This design comes from an exercise in tuning for small area on the open sky130 flow, not from production work.
The RTL of this run was laid out without a check of its function.

$ cat flow/config.mk
export PLATFORM = sky130hd
export DESIGN_NAME = stepper_driver
export DESIGN_NICKNAME = stepper_driver
export VERILOG_FILES = /design/flow/design.v
export SDC_FILE = /design/flow/constraint.sdc
export NUM_CORES = 4
export LEC_CHECK = 0
export CAP_MARGIN = 20
export CORE_MARGIN = 2
export CORE_UTILIZATION = 40
export SLEW_MARGIN = 20
$ cat flow/constraint.sdc
create_clock -name core_clock -period 25.0 [get_ports {clk}]
set_input_delay 5.0000 -clock core_clock [delete_from_list [all_inputs] [get_ports {clk}]]
set_output_delay 5.0000 -clock core_clock [all_outputs]
set_load 0.01 [all_outputs]
$ cat flow/design.v
module stepper_driver (
    input  wire        clk,                 
    input  wire        reset_n,             
    input  wire [3:0]  avs_s0_address,      
    input  wire        avs_s0_write,        
    input  wire [31:0] avs_s0_writedata,    
    input  wire        avs_s0_read,         
    output reg  [31:0] avs_s0_readdata,     
    output wire        avs_s0_waitrequest,
    output reg         step_pin,            
    output reg         dir_pin,             
    input  wire        home_switch          
);
    reg [31:0] target_speed, target_pos, accel_val, max_speed_val;
    reg [31:0] min_limit, max_limit;
    reg [31:0] current_speed;  
    reg [31:0] position_counter, step_accumulator;
    reg        mode_select;  
    reg        home_switch_triggered;
    localparam ACCUM_CONST = 32'd86;        
    always @(posedge clk or negedge reset_n) begin
        if (!reset_n) begin
            target_speed <= 32'd0;
            target_pos   <= 32'd0;
            accel_val    <= 32'd1000;
            max_speed_val<= 32'd1000;
            min_limit    <= 32'h80000000;
            max_limit    <= 32'h7FFFFFFF;
            mode_select <= 1'b0;
            home_switch_triggered <= 1'b0;
        end else begin
            home_switch_triggered <= home_switch;
            if (avs_s0_write) begin
                case (avs_s0_address)
                    4'd0: begin target_speed <= avs_s0_writedata; mode_select <= 0; end
                    4'd1: begin target_pos   <= avs_s0_writedata; mode_select <= 1; end
                    4'd2: accel_val     <= avs_s0_writedata;
                    4'd3: max_speed_val <= avs_s0_writedata;
                    4'd4: min_limit     <= avs_s0_writedata;
                    4'd5: max_limit     <= avs_s0_writedata;
                endcase
            end
            if (avs_s0_read) begin
                case (avs_s0_address)
                    4'd0: avs_s0_readdata <= target_speed;
                    4'd1: avs_s0_readdata <= target_pos;
                    4'd2: avs_s0_readdata <= accel_val;
                    4'd3: avs_s0_readdata <= max_speed_val;
                    4'd4: avs_s0_readdata <= min_limit;
                    4'd5: avs_s0_readdata <= max_limit;
                    4'd6: avs_s0_readdata <= current_speed;
                    4'd7: avs_s0_readdata <= position_counter;
                    4'd8: avs_s0_readdata <= home_switch_triggered;
                    default: avs_s0_readdata <= 32'hDEADBEEF;
                endcase
            end
        end
    end
    wire signed [31:0] dist_error = $signed(target_pos) - $signed(position_counter);
    wire signed [31:0] v_curr_s   = $signed(current_speed);
    wire [63:0] dist_abs_64 = (dist_error < 0) ? -dist_error : dist_error;
    wire [63:0] v_sq_64     = v_curr_s * v_curr_s;
    wire moving_towards = (v_curr_s != 0) && ((dist_error > 0) == (v_curr_s > 0));
    wire need_to_brake  = moving_towards && (v_sq_64 >= (64'd2 * accel_val * dist_abs_64));
    wire signed [31:0] pos_target_vel = (dist_error == 0) ? 32'd0 :
                                        (need_to_brake)   ? 32'd0 :
                                        (dist_error > 0)  ? $signed(max_speed_val) : -$signed(max_speed_val);
    wire signed [31:0] raw_target = (mode_select) ? pos_target_vel : $signed(target_speed);
    wire limit_pos = ($signed(position_counter) >= $signed(max_limit));
    wire limit_neg = ($signed(position_counter) <= $signed(min_limit));
    wire signed [31:0] final_target = (raw_target > 0 && limit_pos) ? 32'd0 :
                                      (raw_target < 0 && limit_neg) ? 32'd0 :
                                      raw_target;
    reg [31:0] ramp_timer;
    reg [15:0] speed_fraction;
    wire [31:0] accel_fraction = accel_val & 32'hFFFF;
    wire [31:0] speed_frac_ext = {16'b0, speed_fraction};
    wire [31:0] frac_sum       = speed_frac_ext + accel_fraction;
    wire [31:0] step_inc  = (accel_val >> 16) + (frac_sum >> 16);
    wire [15:0] next_frac = frac_sum[15:0];
    always @(posedge clk or negedge reset_n) begin
        if (!reset_n) begin
            ramp_timer <= 0;
            current_speed <= 0;
            speed_fraction <= 0;
        end else begin
            ramp_timer <= ramp_timer + 1;
            if (ramp_timer >= 32'd763) begin  
                ramp_timer <= 0;
                if ($signed(current_speed) < final_target) begin
                    if (($signed(current_speed) + $signed(step_inc)) >= final_target)
                        current_speed <= final_target;
                    else
                        current_speed <= current_speed + step_inc;
                    speed_fraction <= next_frac;
                end else if ($signed(current_speed) > final_target) begin
                    if (($signed(current_speed) - $signed(step_inc)) <= final_target)
                        current_speed <= final_target;
                    else
                        current_speed <= current_speed - step_inc;
                    speed_fraction <= next_frac;
                end else begin
                    speed_fraction <= 0;
                end
            end
        end
    end
    wire [31:0] abs_speed = (current_speed[31]) ? (~current_speed + 32'd1) : current_speed;
    wire [31:0] increment = 2 * abs_speed * ACCUM_CONST;
    wire [32:0] next_sum = step_accumulator + increment;  
    always @(posedge clk or negedge reset_n) begin
        if (!reset_n) begin
            step_accumulator <= 32'd0;
            position_counter <= 32'd0;
            step_pin <= 1'b0;
            dir_pin  <= 1'b0;
        end else begin
            if (abs_speed > 0) begin
            if ((!current_speed[31] && limit_pos) || (current_speed[31] && limit_neg)) begin
                 step_accumulator <= 32'd0;
                 step_pin <= 1'b0;
            end else begin
                step_accumulator <= next_sum[31:0];
                dir_pin <= current_speed[31];
                if (next_sum[32]) begin 
                    step_pin <= ~step_pin;
                    if (step_pin == 1'b0) begin
                        if (dir_pin) position_counter <= position_counter - 32'd1;
                        else         position_counter <= position_counter + 32'd1;
                    end
                end
            end
            end else begin
                 step_accumulator <= 32'd0;
                 step_pin <= 1'b0;
            end
            if (avs_s0_write && (avs_s0_address == 4'd7)) begin
                position_counter <= avs_s0_writedata;
            end
        end
    end
    assign avs_s0_waitrequest = 1'b0;
endmodule
$ cat flow/run.sh
#!/bin/bash
# synth_recipe.tcl (not shown) runs the flow's synth.tcl, then flattens the netlist and writes it again
# the make line also repeats each setting of config.mk as NAME=value (left out here)
make -C /OpenROAD-flow-scripts/flow DESIGN_CONFIG=/design/flow/config.mk WORK_HOME=/design/flow/orfs CLKGATE_MAP_FILE= SYNTH_SCRIPT=/design/flow/synth_recipe.tcl finish
==> metrics.md <==
| Metric | Value |
|---|---|
| CTS sink cnt | 370 |
| Setup crit start | position_counter[4] |
| Worst hold path class | reg2reg |
| Type of the worst setup path | reg2reg |
| Core ar. | 270000 µm² |
| Detailed Routing Iterations Pass 1 | 6 |
| Syn Area/Cell | 9.45 µm² |
| Worst Skew | 0.0682 ns |
| Synthesized area | 108000 µm² |
| Vias | 79900 |
| Final nets | 15000 |
| CP max stage delay | 0.79 ns |
| Final worst slack | 1.59 ns |
| Top FF cell, synth | dfrtp_1 |
| Post-CTS sizing | 0 |
| Vias per cell | 5.19 |
| TritonCTS clock tree | yes |
| Die ar. | 275000 µm² |
| Grt ovf | 0 |
| RD Place Congestion | 0.955 |
| Core Rows | 191 |
| Final period util | 93.6% |
| PortBufs | 74 |
| Status | finished clean |
| Seq/Total Area, Yosys | 8.74% |
| IO Count | 76 |
| Synthesis-stage register bit count | 370 |
| Area Overhead vs Synth | 7.92% |
| CTS max path bufs | 3 |
| TritonCTS Buffers | 46 |
| Fraction of layout cells with a size suffix above 1 | 5.26% |
| Initial DRC count | 6230 |
| Initial antenna violation count | 16 |
| RSZ-0062 raised after global routing | false |
| Data required, critical path | 25.57 ns |
| Setup bufs post-CTS | 0 |
| Largest net degree at the start of global routing | 71 |
| Initial Utilization | 40.1% |
| # setup viols final | 0 |
| Hold Buf Count CTS | 0 |
| Max_cap viols | 0 |
| Post-route ant nets | 0 |
| Cells after Synth | 11500 |
| Slowest cell on the critical path | xnor2_2 |
| Gr usage total | 24.8% |
| Post-DP HPWL | 261 mm |
| Relative slew slack | 21.6% |
| Die Y | 525 µm |
| Most common cell after layout, fill and taps aside | inv_1 |
| Worst r2r src | position_counter[4] |
| Drt wl/cell | 21.7 µm |
| Die width | 525 µm |
| Synth cell types | 104 |
| Non-filler cells, final | 15400 |
| Post-synth EDFFs | 32 |
| CTS H-tree depth | 2 |
| Crit path DAT | 23.97 ns |
| DP Worst Slack | 1.99 ns |
| First-pass GRT wire length | 520 mm |
| Final min period | 23.41 ns |
| Worst-Margin Slew | 1.17 ns |
| Worst-Skew Late Latency | 0.70 ns |
| Yosys warnings | 1 |
| Vias in the first global route | 84300 |
| Commonest cells after routing, fill and taps aside | inv_1, fa_1, nand2_1, ha_1, and2_1 |
| Final Hold Viols | 0 |
| Placed cell count | 15300 |
| Worst setup EP type | flop |
| DRC | 0 |
| Hold Startpoint | ramp_timer[0] |
| Clock-pin slew on the worst setup and hold paths | 0.07 ns |
| Max-slew violation count | 0 |
| CP Launch Type | flop |
| Fmax | 42.7 MHz |
| Final setup TNS | 0 ns |
| FFs w/ async S/R, synth | 91.4% |
| Root Driver | clkbuf_16 |
| Cell mode on critical path | fa_1 |
| Final WL | 333 mm |
| CP max FO | 29 |
final timing paths:
kind	end	slack, ns	depth (start not counted)
min in group asynchronous	max_speed_val[26]	4.28	1
worst min-delay path	ramp_timer[0]	0.48	1
max in group asynchronous	min_limit[4]	18.63	3
worst max-delay path	current_speed[18]	1.59	71
worst max register to register	current_speed[18]	1.59	71
worst min register to register	ramp_timer[0]	0.48	1
per-stage QoR:
step / utilization, % / area (µm²) / hold slack (ns)
floorplan: - / 110000 / 0.448
global placement: 42.7 / 115000 / 0.468
detailed placement: 42.7 / 115000 / 0.475
CTS: 43.3 / 117000 / 0.483
global route: 43.3 / 117000 / 0.521
finish: 43.3 / 117000 / 0.482
critical path, delay by kind of cell, from the launching register on:
kind	cells	cell delay, ns
compound gates	28	8.95
xor+xnor	2	1.00
fa+ha+maj	12	5.25
buf+inv	8	1.35
flops	1	0.47
mux	2	1.26
simple gates	19	4.93
cell type report:
class | instances | area, µm²
Fill cell | 26700 | 153000
Inverter | 2694 | 10100
Multi-Input combinational cell | 8424 | 89300
Tap cell | 3570 | 4470
Clock inverter | 32 | 453
Clock buffer | 53 | 1220
Sequential cell | 370 | 9500
Timing Repair Buffer | 239 | 1980
Antenna cell | 10 | 25.0
cell usage after synthesis (45+ instances only):
cell type | n | area share [%]
inv_1 | 2684 | 9.3
fa_1 | 2400 | 44
nand2_1 | 981 | 3.4
ha_1 | 813 | 9.4
and2_1 | 650 | 3.8
nor2_1 | 401 | 1.4
clkbuf_1 | 399 | 1.4
a21oi_1 | 331 | 1.5
xnor2_1 | 297 | 2.4
dfrtp_1 | 294 | 6.8
o21ai_0 | 215 | 0.99
mux2_2 | 195 | 2.0
a21o_1 | 173 | 1.2
xor2_1 | 136 | 1.1
nor2b_1 | 134 | 0.77
nor3_1 | 108 | 0.50
nand3_1 | 102 | 0.47
nand2b_1 | 93 | 0.54
a22oi_1 | 85 | 0.59
nand4_1 | 81 | 0.47
a221oi_1 | 66 | 0.53
o21a_1 | 60 | 0.42
buf_1 | 58 | 0.20
o21bai_1 | 45 | 0.31
sequential cells by signal, summed over array words and instances (netlist names), 32 cells and up:
name	count
target_speed	32
max_speed_val	32
ramp_timer	32
current_speed	32
accel_val	32
position_counter	32
avs_s0_readdata	32
target_pos	32
min_limit	32
max_limit	32
routing by layer:
| layer | vias up | track usage, % | part of all wire [%] |
|---|---|---|---|
| met5 | - | 0 | 0.013 |
| met4 | 6 | 9.38 | 4.6 |
| met3 | 537 | 3.43 | 7.6 |
| met2 | 2894 | 39.3 | 45 |
| met1 | 41200 | 34.5 | 42 |
| li1 | 35300 | - | - |
kinds of logic after synthesis:
family | after synthesis | synth area share, %
DFF | 370 | 8.74
adders and majority gates | 3213 | 53.7
muxes | 206 | 2.14
AOI/OAI and AO/OA | 1330 | 8.29
other | 2 | 0.00693
and+or+nand+nor | 2754 | 12.6
xor gates and xnor gates | 433 | 3.50
buffers and inverters | 3168 | 11.0

==> what the ideal ports hide <==
In the flow no input, the clock included, has a driving cell. The finished layout below was timed again as built, in two steps. Step 1 assumes that a clkbuf_16 drives the clock port and a buf_2 every other input. Step 2 also shifts input and output timing later by t, the mid clock arrival at the registers, as if the neighbouring blocks saw the same clock. Slacks: no drivers / after step 1 / after step 2; pairs: no drivers / after step 1.
t (ns): 0.737
slack for setup (ns): 1.592 / 1.592 / 1.592
hold WS [ns]: 0.482 / 0.482 / 0.482
slew at the worst register clock pin (ns): 0.08 / 0.08
After both steps this run still meets setup and hold. For this run, drivers alone change the setup slack by 0.000 ns; drivers and shift together by 0.000 ns.
